Source: an optimization exercise on an open RTL-to-GDS flow (aim: small area). Production flows keep margins and buffers that such runs may drop. In this exercise RTL edits were held to simulation tests only and were not proved equivalent to the original. No driver is modelled on the clock port, so clock power and skew are understated where the tree is cut down; a real chip needs a root buffer or a tree. No activity file was given, so power comes from the tool's default toggle rates.

## run a
==> module Digit5To7Seg, before the edit <==
module Digit5To7Seg(input [2:0] digit, output [6:0] segment);
	wire d0 = digit[0];
	wire d1 = digit[1];
	wire d2 = digit[2];
	assign segment[0] = (d0 & ~d1 & ~d2) | (d1 & d2);
	assign segment[1] = (d0 & ~d1 & d2);
	assign segment[2] = (~d0 & d1);
	assign segment[3] = (d0 & ~d1 & ~d2) | (d1 & d2);
	assign segment[4] = (d0);
	assign segment[5] = (d0 & ~d2) | (~d0 & d1);
	assign segment[6] = (~d1 & ~d2);
endmodule
==> module TimeOfDay, before the edit <==
module TimeOfDay(input clk, input rst_n, input keyMin_n, input keyHour_n, input mtick,
	output reg [3:0] mu, output reg [2:0] mt, output reg [3:0] hu, output reg [1:0] ht);
	reg minOld, hourOld;
	wire bm = ~keyMin_n & ~minOld;
	wire bh = ~keyHour_n & ~hourOld;
	wire tk = mtick;
	wire mu0 = mu[0];
	wire mu1 = mu[1];
	wire mu2 = mu[2];
	wire mu3 = mu[3];
	wire mt0 = mt[0];
	wire mt1 = mt[1];
	wire mt2 = mt[2];
	wire hu0 = hu[0];
	wire hu1 = hu[1];
	wire hu2 = hu[2];
	wire hu3 = hu[3];
	wire ht0 = ht[0];
	wire ht1 = ht[1];
	wire mov = ~((~bm & ~tk) | (~mt2) | (~mu3) | (~mu0 & ~bm) | (mt1) | (~mu0 & ~tk));
	always @(posedge clk or negedge rst_n)
		if (!rst_n) begin
			minOld <= 1'b0;
			hourOld <= 1'b0;
			mu <= 4'd0;
			mt <= 3'd0;
			hu <= 4'd0;
			ht <= 2'd0;
		end else begin
			minOld <= ~keyMin_n;
			hourOld <= ~keyHour_n;
			mu <= {(mu1 & mu2 & bm & tk) | (mu0 & mu1 & mu2 & tk) | (mu0 & mu1 & mu2 & bm) | (mu3 & ~bm & ~tk) | (~mu0 & mu3 & ~tk) | (~mu0 & mu3 & ~bm), (mu0 & mu1 & ~mu2 & tk) | (mu2 & ~bm & ~tk) | (mu1 & ~mu2 & bm & tk) | (mu0 & mu1 & ~mu2 & bm) | (~mu1 & mu2) | (~mu0 & mu2 & ~tk) | (~mu0 & mu2 & ~bm), ~((~mu1 & ~bm & ~tk) | (~mu0 & ~mu1 & ~tk) | (mu0 & mu1 & bm) | (~mu0 & ~mu1 & ~bm) | (mu1 & bm & tk) | (mu0 & mu1 & tk) | (mu3)), (~mu0 & ~bm & tk) | (mu0 & ~bm & ~tk) | (~mu0 & bm & ~tk) | (mu0 & ~mt2 & bm & tk) | (mu0 & ~mu3 & bm & tk) | (mu0 & mt1 & bm & tk)};
			mt <= {~((~mt2 & ~bm & ~tk) | (~mt0) | (~mu3 & ~mt2) | (~mu0 & ~mt2 & ~bm) | (mu0 & mu3 & ~mt1 & bm) | (mu3 & ~mt1 & bm & tk) | (mu0 & mu3 & ~mt1 & tk) | (~mu0 & ~mt2 & ~tk)), ~((~mt1 & ~bm & ~tk) | (~mt0 & ~mt1) | (~mu3 & ~mt1) | (~mu0 & ~mt1 & ~bm) | (mu0 & mu3 & mt2 & bm) | (mu0 & mu3 & mt2 & tk) | (mu3 & mt2 & bm & tk) | (~mu0 & ~mt1 & ~tk)), (mt0 & ~bm & ~tk) | (mu0 & mu3 & ~mt0 & bm) | (~mu3 & mt0) | (mu3 & ~mt0 & bm & tk) | (mu0 & mu3 & ~mt0 & tk) | (~mu0 & mt0 & ~bm) | (~mu0 & mt0 & ~tk) | (mt0 & mt1)};
			hu <= {(hu1 & hu2 & bh & mov) | (hu0 & hu1 & hu2 & mov) | (hu0 & hu1 & hu2 & bh) | (hu3 & ~bh & ~mov) | (~hu0 & hu3 & ~mov) | (~hu0 & hu3 & ~bh), ~((~hu2 & ~bh & ~mov) | (~hu1 & ~hu2) | (~hu0 & ~hu2 & ~bh) | (~hu0 & ~hu2 & ~mov) | (~ht0 & ht1) | (hu1 & hu2 & bh & mov) | (hu0 & hu1 & hu2 & mov) | (hu0 & hu1 & hu2 & bh)), (hu0 & ~hu1 & ~hu3 & mov) | (hu1 & ~bh & ~mov) | (~hu0 & hu1 & ~bh) | (~hu1 & ~hu3 & bh & mov) | (hu0 & ~hu1 & ~hu3 & bh) | (~hu0 & hu1 & ~mov), ~((~hu0 & ~bh & ~mov) | (hu0 & ~bh & mov) | (~hu0 & bh & mov) | (hu0 & bh & ~mov) | (hu1 & ~ht0 & ht1 & bh & mov))};
			ht <= {(hu0 & hu3 & mov) | (ht1 & ~bh & ~mov) | (~hu1 & ht1) | (~hu0 & ht1 & ~bh) | (~hu0 & ht1 & ~mov) | (hu3 & bh & mov) | (hu0 & hu3 & bh) | (ht0), (~hu3 & ht0) | (~hu0 & ht0 & ~mov) | (hu3 & ~ht0 & bh & mov) | (~hu0 & ht0 & ~bh) | (ht0 & ~bh & ~mov) | (hu0 & hu3 & ~ht0 & mov) | (hu0 & hu3 & ~ht0 & bh)};
		end
endmodule
==> flow/config.mk <==
export PLATFORM = sky130hd
export DESIGN_NAME = clock_top
export DESIGN_NICKNAME = clock_top
export VERILOG_FILES = /design/flow/design.v
export SDC_FILE = /design/flow/constraint.sdc
export NUM_CORES = 4
export LEC_CHECK = 0
export CAP_MARGIN = 0
export CORE_MARGIN = 2
export CORE_UTILIZATION = 40
export SLEW_MARGIN = 0
==> flow/constraint.sdc <==
create_clock -name core_clock -period 15.0 [get_ports {clk}]
set_input_delay 3.0000 -clock core_clock [delete_from_list [all_inputs] [get_ports {clk}]]
set_output_delay 3.0000 -clock core_clock [all_outputs]
set_load 0.01 [all_outputs]
standard.sh (not shown) runs the stock make flow with config.mk's settings and CLKGATE_MAP_FILE= SYNTH_SCRIPT=/design/flow/synth_recipe.tcl, a recipe that flattens the netlist after the stock synthesis.
==> flow/flow/run.sh <==
#!/bin/bash
# The standard layout with these changes:
#  - the logic is mapped with area-oriented ABC scripts (flow/synth.tcl, flow/area*.abc).
#    The standard synthesis runs first; the smallest area-mapped netlist, whose registers
#    are the same, then gets the standard synthesis's register names (flow/pair_regs.py)
#    and replaces the standard netlist before floorplanning;
#  - every port gets the smallest buffer (buf_1) instead of the default;
#  - the clock reaches the registers through a few clkbuf cells fed straight from the
#    clock port (flow/post_cts.tcl, the smallest set that keeps the estimated clock-pin
#    slew under 110 ps) instead of the two-level H-tree;
#  - one tie cell drives all constant outputs (SKIP_REPAIR_TIE_FANOUT).
# Each tool's output goes to a log file of its own in this folder.
set -euo pipefail
W=$PWD
R=orfs/results/sky130hd/clock_top/base
export MY_FLOW_DIR=$W/flow
export BUFFER_PORTS_ARGS="-buffer_cell sky130_fd_sc_hd__buf_1"
export CTS_ARGS="-sink_clustering_enable -repair_clock_nets -dont_use_dummy_load"
export POST_CTS_TCL=$W/flow/post_cts.tcl
export MY_CLK_SLEW_PS=110
export SKIP_REPAIR_TIE_FANOUT=1

# 1. standard synthesis
bash standard.sh synth > std_synth.log 2>&1
cp $R/1_2_yosys.v std_1_2_yosys.v
# 2. area-oriented syntheses, one per ABC script (flow/area*.abc), each in a folder of its
#    own and run side by side; the one with the smallest cell area is kept
best=""; best_area=""
n=0
pids=()
for abc in flow/area*.abc; do
  k=$(basename $abc .abc)
  sed -e "s#SYNTH_SCRIPT=[^ ]*#SYNTH_SCRIPT=$W/flow/synth.tcl#" \
      -e "s#WORK_HOME=[^ ]*#WORK_HOME=$W/orfs_$k#" standard.sh > synth_$k.sh
  AREA_ABC_SCRIPT=$W/$abc bash synth_$k.sh synth > synth_$k.log 2>&1 &
  pids+=($!)
  n=$((n + 1))
  # at most NUM_CORES at a time: ABC's deep synthesis runs on a time budget
  if (( n % ${NUM_CORES:-4} == 0 )); then
    for p in "${pids[@]}"; do wait $p || true; done
    pids=()
  fi
done
for p in "${pids[@]}"; do wait $p || true; done
for abc in flow/area*.abc; do
  k=$(basename $abc .abc)
  stat=orfs_$k/reports/sky130hd/clock_top/base/synth_stat.txt
  net=orfs_$k/results/sky130hd/clock_top/base/1_2_yosys.v
  [[ -f $stat && -f $net ]] || continue
  a=$(awk '/Chip area for module/ {print $NF}' $stat | tail -1)
  echo "$k $a" >> synth_areas.log
  if [[ -z "$best" ]] || awk -v a=$a -v b=$best_area 'BEGIN {exit !(a < b)}'; then best=$k; best_area=$a; fi
done
echo "kept $best $best_area" >> synth_areas.log
# 3. the kept netlist, with the standard register names, replaces the standard netlist
if [[ -n "$best" ]] && python3 flow/pair_regs.py std_1_2_yosys.v orfs_$best/results/sky130hd/clock_top/base/1_2_yosys.v > paired_1_2_yosys.v 2> pair_regs.log; then
  cp paired_1_2_yosys.v $R/1_2_yosys.v
else
  cat pair_regs.log || true
fi
# 4. the rest of the standard flow
bash standard.sh > flow.log 2>&1
Other scripts of this flow, unchanged in this note and not shown: flow/flow/area1.abc, flow/flow/area2.abc, flow/flow/area3.abc, flow/flow/area4.abc, flow/flow/area5.abc, flow/flow/area6.abc, flow/flow/area7.abc, flow/flow/area8.abc, flow/flow/clkbuf.tcl, flow/flow/pair_regs.py, flow/flow/post_cts.tcl, flow/flow/synth.tcl
--- input diff run a..run b ---
==> flow/design.v, changed modules only <==
module Digit5To7Seg(input [2:0] digit, output [6:0] segment);
	wire d0 = digit[0];
	wire d1 = digit[1];
	wire d2 = digit[2];
	assign segment[0] = (d0 & ~d1 & ~d2) | (d1 & d2);
	assign segment[1] = (~d1 & d2);
	assign segment[2] = (~d0 & d1);
	assign segment[3] = (d0 & ~d1 & ~d2) | (d1 & d2);
	assign segment[4] = (d0);
	assign segment[5] = (d0 & ~d2) | (~d0 & d1);
	assign segment[6] = (~d1 & ~d2);
endmodule
module TimeOfDay(input clk, input rst_n, input keyMin_n, input keyHour_n, input mtick,
	output reg [3:0] mu, output reg [2:0] mt, output reg [3:0] hu, output reg [1:0] ht);
	reg minOld, hourOld;
	wire bm = ~keyMin_n & ~minOld;
	wire bh = ~keyHour_n & ~hourOld;
	wire tk = mtick;
	wire mu0 = mu[0];
	wire mu1 = mu[1];
	wire mu2 = mu[2];
	wire mu3 = mu[3];
	wire mt0 = mt[0];
	wire mt1 = mt[1];
	wire mt2 = mt[2];
	wire hu0 = hu[0];
	wire hu1 = hu[1];
	wire hu2 = hu[2];
	wire hu3 = hu[3];
	wire ht0 = ht[0];
	wire ht1 = ht[1];
	wire mov = ~((~bm & ~tk) | (~mt2) | (~mu3) | (~mu0 & ~bm) | (mt1) | (~mu0 & ~tk));
	always @(posedge clk or negedge rst_n)
		if (!rst_n) begin
			minOld <= 1'b0;
			hourOld <= 1'b0;
			mu <= 4'd0;
			mt <= 3'd0;
			hu <= 4'd0;
			ht <= 2'd0;
		end else begin
			minOld <= ~keyMin_n;
			hourOld <= ~keyHour_n;
			mu <= {(mu1 & mu2 & bm & tk) | (mu0 & mu1 & mu2 & tk) | (mu0 & mu1 & mu2 & bm) | (mu3 & ~bm & ~tk) | (~mu0 & mu3 & ~tk) | (~mu0 & mu3 & ~bm), (mu0 & mu1 & ~mu2 & tk) | (mu2 & ~bm & ~tk) | (mu1 & ~mu2 & bm & tk) | (mu0 & mu1 & ~mu2 & bm) | (~mu1 & mu2) | (~mu0 & mu2 & ~tk) | (~mu0 & mu2 & ~bm), ~((~mu1 & ~bm & ~tk) | (~mu0 & ~mu1 & ~tk) | (mu0 & mu1 & bm) | (~mu0 & ~mu1 & ~bm) | (mu1 & bm & tk) | (mu0 & mu1 & tk) | (mu3)), ~((~mu0 & ~bm & ~tk) | (mu0 & bm & ~tk) | (~mu0 & bm & tk) | (mu0 & ~bm & tk) | (mu0 & mu3 & ~mt1 & mt2 & bm))};
			mt <= {~((~mt2 & ~bm & ~tk) | (~mt0) | (~mu3 & ~mt2) | (~mu0 & ~mt2 & ~bm) | (mu0 & mu3 & ~mt1 & bm) | (mu3 & ~mt1 & bm & tk) | (mu0 & mu3 & ~mt1 & tk) | (~mu0 & ~mt2 & ~tk)), ~((~mt1 & ~bm & ~tk) | (~mt0 & ~mt1) | (~mu3 & ~mt1) | (~mu0 & ~mt1 & ~bm) | (mu0 & mu3 & mt2 & bm) | (mu0 & mu3 & mt2 & tk) | (mu3 & mt2 & bm & tk) | (~mu0 & ~mt1 & ~tk)), (mt0 & ~bm & ~tk) | (mu0 & mu3 & ~mt0 & bm) | (~mu3 & mt0) | (mu3 & ~mt0 & bm & tk) | (mu0 & mu3 & ~mt0 & tk) | (~mu0 & mt0 & ~bm) | (~mu0 & mt0 & ~tk) | (mt0 & mt1)};
			hu <= {(hu1 & hu2 & bh & mov) | (hu0 & hu1 & hu2 & mov) | (hu0 & hu1 & hu2 & bh) | (hu3 & ~bh & ~mov) | (~hu0 & hu3 & ~mov) | (~hu0 & hu3 & ~bh), ~((~hu2 & ~bh & ~mov) | (~hu1 & ~hu2) | (~hu0 & ~hu2 & ~bh) | (~hu0 & ~hu2 & ~mov) | (~ht0 & ht1) | (hu1 & hu2 & bh & mov) | (hu0 & hu1 & hu2 & mov) | (hu0 & hu1 & hu2 & bh)), ~((~hu1 & ~bh & ~mov) | (~hu0 & ~hu1 & ~bh) | (hu0 & hu1 & mov) | (hu3) | (~hu0 & ~hu1 & ~mov) | (hu1 & bh & mov) | (hu0 & hu1 & bh)), ~((~hu0 & ~bh & ~mov) | (hu0 & ~bh & mov) | (~hu0 & bh & mov) | (hu0 & bh & ~mov) | (hu1 & ~ht0 & ht1 & bh & mov))};
			ht <= {(hu0 & hu3 & mov) | (ht1 & ~bh & ~mov) | (~hu1 & ht1) | (~hu0 & ht1 & ~bh) | (~hu0 & ht1 & ~mov) | (hu3 & bh & mov) | (hu0 & hu3 & bh) | (ht0), (~hu3 & ht0) | (~hu0 & ht0 & ~mov) | (hu3 & ~ht0 & bh & mov) | (~hu0 & ht0 & ~bh) | (ht0 & ~bh & ~mov) | (hu0 & hu3 & ~ht0 & mov) | (hu0 & hu3 & ~ht0 & bh)};
		end
endmodule
==> results.txt <==
- Going from run a to run b, setup slack grows by 0.024 ns.
- The post-synthesis area per instance of run b falls short of that of run a by about 2%.
- Between run b and run a, the difference in CTS clock-pin slew for the worst setup and hold paths is negligible.
- Looking at run b and run a, the effective utilization at floorplan is a wash.
- In the flow results for run b and run a, the pin slew with the least headroom to its limit is larger on run a.
- Placer's final routability congestion estimate ended up about 0.9% lower on run b than on run a.
- Run b: synthesized cell count is 2.1% higher than what run a reported.
- The internal power consumption number comes out higher for run a vs run b.
- Per the comparison of run b with run a, total non-filler cell area in the finished layout flat; die area flat; worst hold slack up 0.0089 ns; via density per instance up 0.40%; fraction of the cycle the final worst path needs down 0.16 points.
In every run of this note, the design's own scripts or RTL, not TritonCTS, make the clock network.

-- static timing again, ports no longer ideal --
How much do the figures lean on ideal ports? The routed layouts below were timed once more, with nothing changed but the port constraints. Step 1: set_driving_cell puts a clkbuf_16 on clk and a buf_2 on each other input, an assumption about the parent block. Step 2 times the ports against the registers' clock, not the clock port: input delays grow and output delays shrink by t, the midpoint of the rising clock arrivals with the driver on. Slacks: ideal / step 1 / step 2; pairs: ideal / step 1.
| run | t, ns | slack for setup (ns) | clock arrival spread, ns | worst slew at a driven data input, ns |
|---|---|---|---|---|
| run a | 0.191 | 7.999 / 7.978 / 7.978 | 0.010 / 0.010 | 0.03 |
| run b | 0.188 | 8.023 / 8.001 / 8.001 | 0.007 / 0.006 | 0.03 |
After both steps setup and hold are still met in every run listed. For run b, which loses most, drivers alone change the setup slack by -0.022 ns; drivers and shift together by -0.022 ns.
